This design comes from an exercise in tuning for small area, a short achievable clock period and few clock cycles on the open sky130 flow, not from production work. Function was checked by simulation only, so behaviour that the tests miss may differ from the original. Power and IR drop assume default switching activity.

// booth_mul64
module booth_mul64(clk, reset_n, multiplier, multiplicand, op_start, op_clear, op_done, result);
export LEC_CHECK = 0
export ABC_AREA = 1
export CAP_MARGIN = 20
export CORE_MARGIN = 2
export CORE_UTILIZATION = 40
export SETUP_SLACK_MARGIN = 4.0
export SLEW_MARGIN = 20
create_clock -name core_clock -period 7.0 [get_ports {clk}]
standard.sh (not shown) runs the stock make flow with config.mk's settings and CLKGATE_MAP_FILE= SYNTH_SCRIPT=/design/flow/synth_recipe.tcl, a recipe that flattens the netlist after the stock synthesis.
==> flow/flow/run.sh <==
#!/bin/bash
# Layout flow: the standard flow, with the port buffers made of the
# smallest plain buffer instead of the default delay buffer, and a clock tree
# of fewer buffers without dummy loads.
set -o pipefail
export BUFFER_PORTS_ARGS="-buffer_cell sky130_fd_sc_hd__buf_1"
export CTS_ARGS="-sink_clustering_enable -repair_clock_nets -dont_use_dummy_load -buf_list sky130_fd_sc_hd__clkbuf_16 -sink_clustering_size 22 -sink_clustering_max_diameter 110"
bash standard.sh > standard.log 2>&1
Testbench counts at the start, summed over its fixed seeds: cycles 6,144.
Change:
Settings changed: ABC_AREA 1 to not set.
After rerunning: The changed run ran to the end with no violations. Sequential power rose slightly. Sequential share of layout area grows by 0.67 points. Wire length drops by a little under a tenth. Synthesized area went down by a few percent. Maximum frequency came out lower by a few percent. Hold slack loses 0.0076 ns. Clock-buffer cell count does not change. Worst setup slack got worse by 0.085 ns.

* * *

run A:
booth_mul64 again, from the RTL that the note above started with.
clock: 7.0 ns
lec_check: 0
abc_area: 1
cap_margin: 20
core_margin: 2
core_utilization: 40
setup_slack_margin: 3.9
slew_margin: 20
Scripts as last shown in full above: flow/flow/run.sh
Testbench counts of run A, summed over its fixed seeds: cycles 6,144.
Modified inputs, run B compared to run A
Settings: clearing ABC_AREA, which used to be 1; swapping 3.9 for 4.2 in SETUP_SLACK_MARGIN.
==> summary.txt <==
Run B ran to completion and came out clean on the timing, DRC and antenna checks.
Re wire length: run B is 2800 µm up on run A.
Summary of run B over run A: period utilization went up 0.30 points, sequential fraction of total cell area went down 2.3 points, total power went up about 12%.
--- input diff run B..run C ---
Settings: changing SETUP_SLACK_MARGIN from 4.2 to 4.0.
==> flow/flow/run.sh <==
#!/bin/bash
# Layout flow: the standard flow, with the port buffers made of the
# smallest plain buffer instead of the default delay buffer, and a clock tree
# of fewer, smaller buffers without dummy loads.
set -o pipefail
export BUFFER_PORTS_ARGS="-buffer_cell sky130_fd_sc_hd__buf_1"
export CTS_ARGS="-sink_clustering_enable -repair_clock_nets -dont_use_dummy_load -buf_list {sky130_fd_sc_hd__clkbuf_8 sky130_fd_sc_hd__clkbuf_16} -sink_clustering_size 20"
bash standard.sh > standard.log 2>&1
[summary]
Summary of run C over run B: initial core utilization has remained practically unchanged, cell count saw a decrease, combinational fraction of design power moved down, final instance area lost 0.0028 mm², setup slack up 0.030 ns. Taking run B as the reference, in run C register clock-pin slew on the reported worst setup and hold paths fell by 0.06 ns, relative max-transition margin rose by 5.6 points, portion of the clock cycle consumed by the worst path in the final layout fell by 0.43 points, utilization fell by 5.1 points, average wire length per cell after detail routing fell by about 7%. Post-synthesis mux area share came out exactly the same in run C and run B.

* * *

== tundra ==
booth_mul64 again, from the RTL that the note above started with.
==> flow/config.mk <==
export PLATFORM = sky130hd
export DESIGN_NAME = booth_mul64
export DESIGN_NICKNAME = booth_mul64
export VERILOG_FILES = /design/flow/design.v
export SDC_FILE = /design/flow/constraint.sdc
export NUM_CORES = 4
export LEC_CHECK = 0
export CAP_MARGIN = 20
export CORE_MARGIN = 2
export CORE_UTILIZATION = 55
export SETUP_SLACK_MARGIN = 4.0
export SLEW_MARGIN = 20
==> flow/constraint.sdc <==
create_clock -name core_clock -period 7.0 [get_ports {clk}]
set_input_delay 1.4000 -clock core_clock [delete_from_list [all_inputs] [get_ports {clk}]]
set_output_delay 1.4000 -clock core_clock [all_outputs]
set_load 0.01 [all_outputs]
==> flow/flow/run.sh <==
#!/bin/bash
# Layout flow: the standard flow, with the port buffers made of the
# smallest plain buffer instead of the default delay buffer, and a clock tree
# of fewer buffers without dummy loads.
set -o pipefail
export BUFFER_PORTS_ARGS="-buffer_cell sky130_fd_sc_hd__buf_1"
export CTS_ARGS="-sink_clustering_enable -repair_clock_nets -dont_use_dummy_load -buf_list sky130_fd_sc_hd__clkbuf_16 -sink_clustering_size 22 -sink_clustering_max_diameter 110"
bash standard.sh > standard.log 2>&1
tundra completed every stage of the flow, and the final layout passed the timing, DRC and antenna checks.
Testbench counts of tundra, summed over its fixed seeds: cycles 6,144.
Inputs modified between tundra and maple:
Settings: CORE_UTILIZATION changed from 55 to 40; SETUP_SLACK_MARGIN changed from 4.0 to 3.7.
==> flow/flow/run.sh <==
#!/bin/bash
# Layout flow: the standard flow, with the port buffers made of the
# smallest plain buffer instead of the default delay buffer, and no dummy
# loads in the clock tree.
set -o pipefail
export BUFFER_PORTS_ARGS="-buffer_cell sky130_fd_sc_hd__buf_1"
export CTS_ARGS="-sink_clustering_enable -repair_clock_nets -dont_use_dummy_load"
bash standard.sh > standard.log 2>&1
==> comparison <==
- maple: full flow OK, the timing, DRC and antenna checks passed
- Diff maple..tundra | sequential share of layout area | negligible
- Compared with tundra, in maple portion of total power attributed to the clock network saw an increase; area of all placed cells without fillers saw a decrease.
- Final net count in maple vs tundra: down about 0.36%
- Number of vias per cell, maple and tundra, lower one = maple.
- Combined area of the multi-input logic cells in maple is 3.6% lower than in tundra
- Max fraction of the cycle the final worst path needs across maple and tundra: maple
- Re unique cell type count in the Yosys netlist: no difference whatsoever between tundra and maple.
- | worst setup slack | higher: tundra |
- Detailed route wirelength on metal3 for maple: about 0.9% down relative to tundra
- Diff tundra..maple | remaining design rule violation count | unchanged
diff inputs: maple => zinc
Settings: SETUP_SLACK_MARGIN: 3.7 -> 4.0.
Results
- NOTE: average vias per placed instance in zinc exceeds that of maple
- In the reports for maple and zinc, the smaller final cell count belongs to maple.
- Summary of zinc over maple: data arrival time at the worst-slack endpoint down 200 ps, count of inverters other than clock inverters in the layout flat, clock latency at the later pin of the worst-skew pair flat.
- Comparing maple and zinc, the lower global-route usage was measured on maple.
- zinc against maple; power per cell area is down slightly.

## static timing again, ports no longer ideal
Ports are ideal in the flow. The routed layouts listed here were re-timed in OpenROAD.
Step 1 sets driving cells, clkbuf_16 on the clock port and buf_2 on the other inputs (assumed; they add their load-dependent delay and slew).
Step 2, shift: input delay + t, output delay - t, t = (earliest + latest rising clock arrival at the registers) / 2. This alone moves slack from input paths to output paths.
Three values: no drivers, after step 1, after step 2; two values: the first two.
run | shift t [ns] | slack for setup (ns) | hold slack, ns | worst register clock-pin slew, ns | worst slew at a driven data input, ns
the first run of note 1 | 0.595 | 4.050 / 4.050 / 4.023 | 0.452 / 0.452 / 0.452 | 0.11 / 0.11 | 0.05
the second run of note 1 | 0.583 | 3.964 / 3.964 / 3.838 | 0.445 / 0.445 / 0.445 | 0.10 / 0.10 | 0.06
run A | 0.596 | 3.982 / 3.982 / 3.982 | 0.452 / 0.452 / 0.452 | 0.10 / 0.10 | 0.05
run B | 0.595 | 3.961 / 3.961 / 3.923 | 0.438 / 0.438 / 0.438 | 0.11 / 0.11 | 0.06
run C | 0.606 | 3.991 / 3.991 / 3.788 | 0.431 / 0.431 / 0.431 | 0.06 / 0.06 | 0.06
tundra | 0.587 | 4.014 / 4.014 / 4.014 | 0.447 / 0.447 / 0.447 | 0.12 / 0.12 | 0.05
maple | 0.603 | 3.799 / 3.799 / 3.799 | 0.446 / 0.446 / 0.446 | 0.06 / 0.06 | 0.06
zinc | 0.606 | 3.991 / 3.991 / 3.788 | 0.431 / 0.431 / 0.431 | 0.06 / 0.06 | 0.06
After both steps every run listed still meets setup and hold.
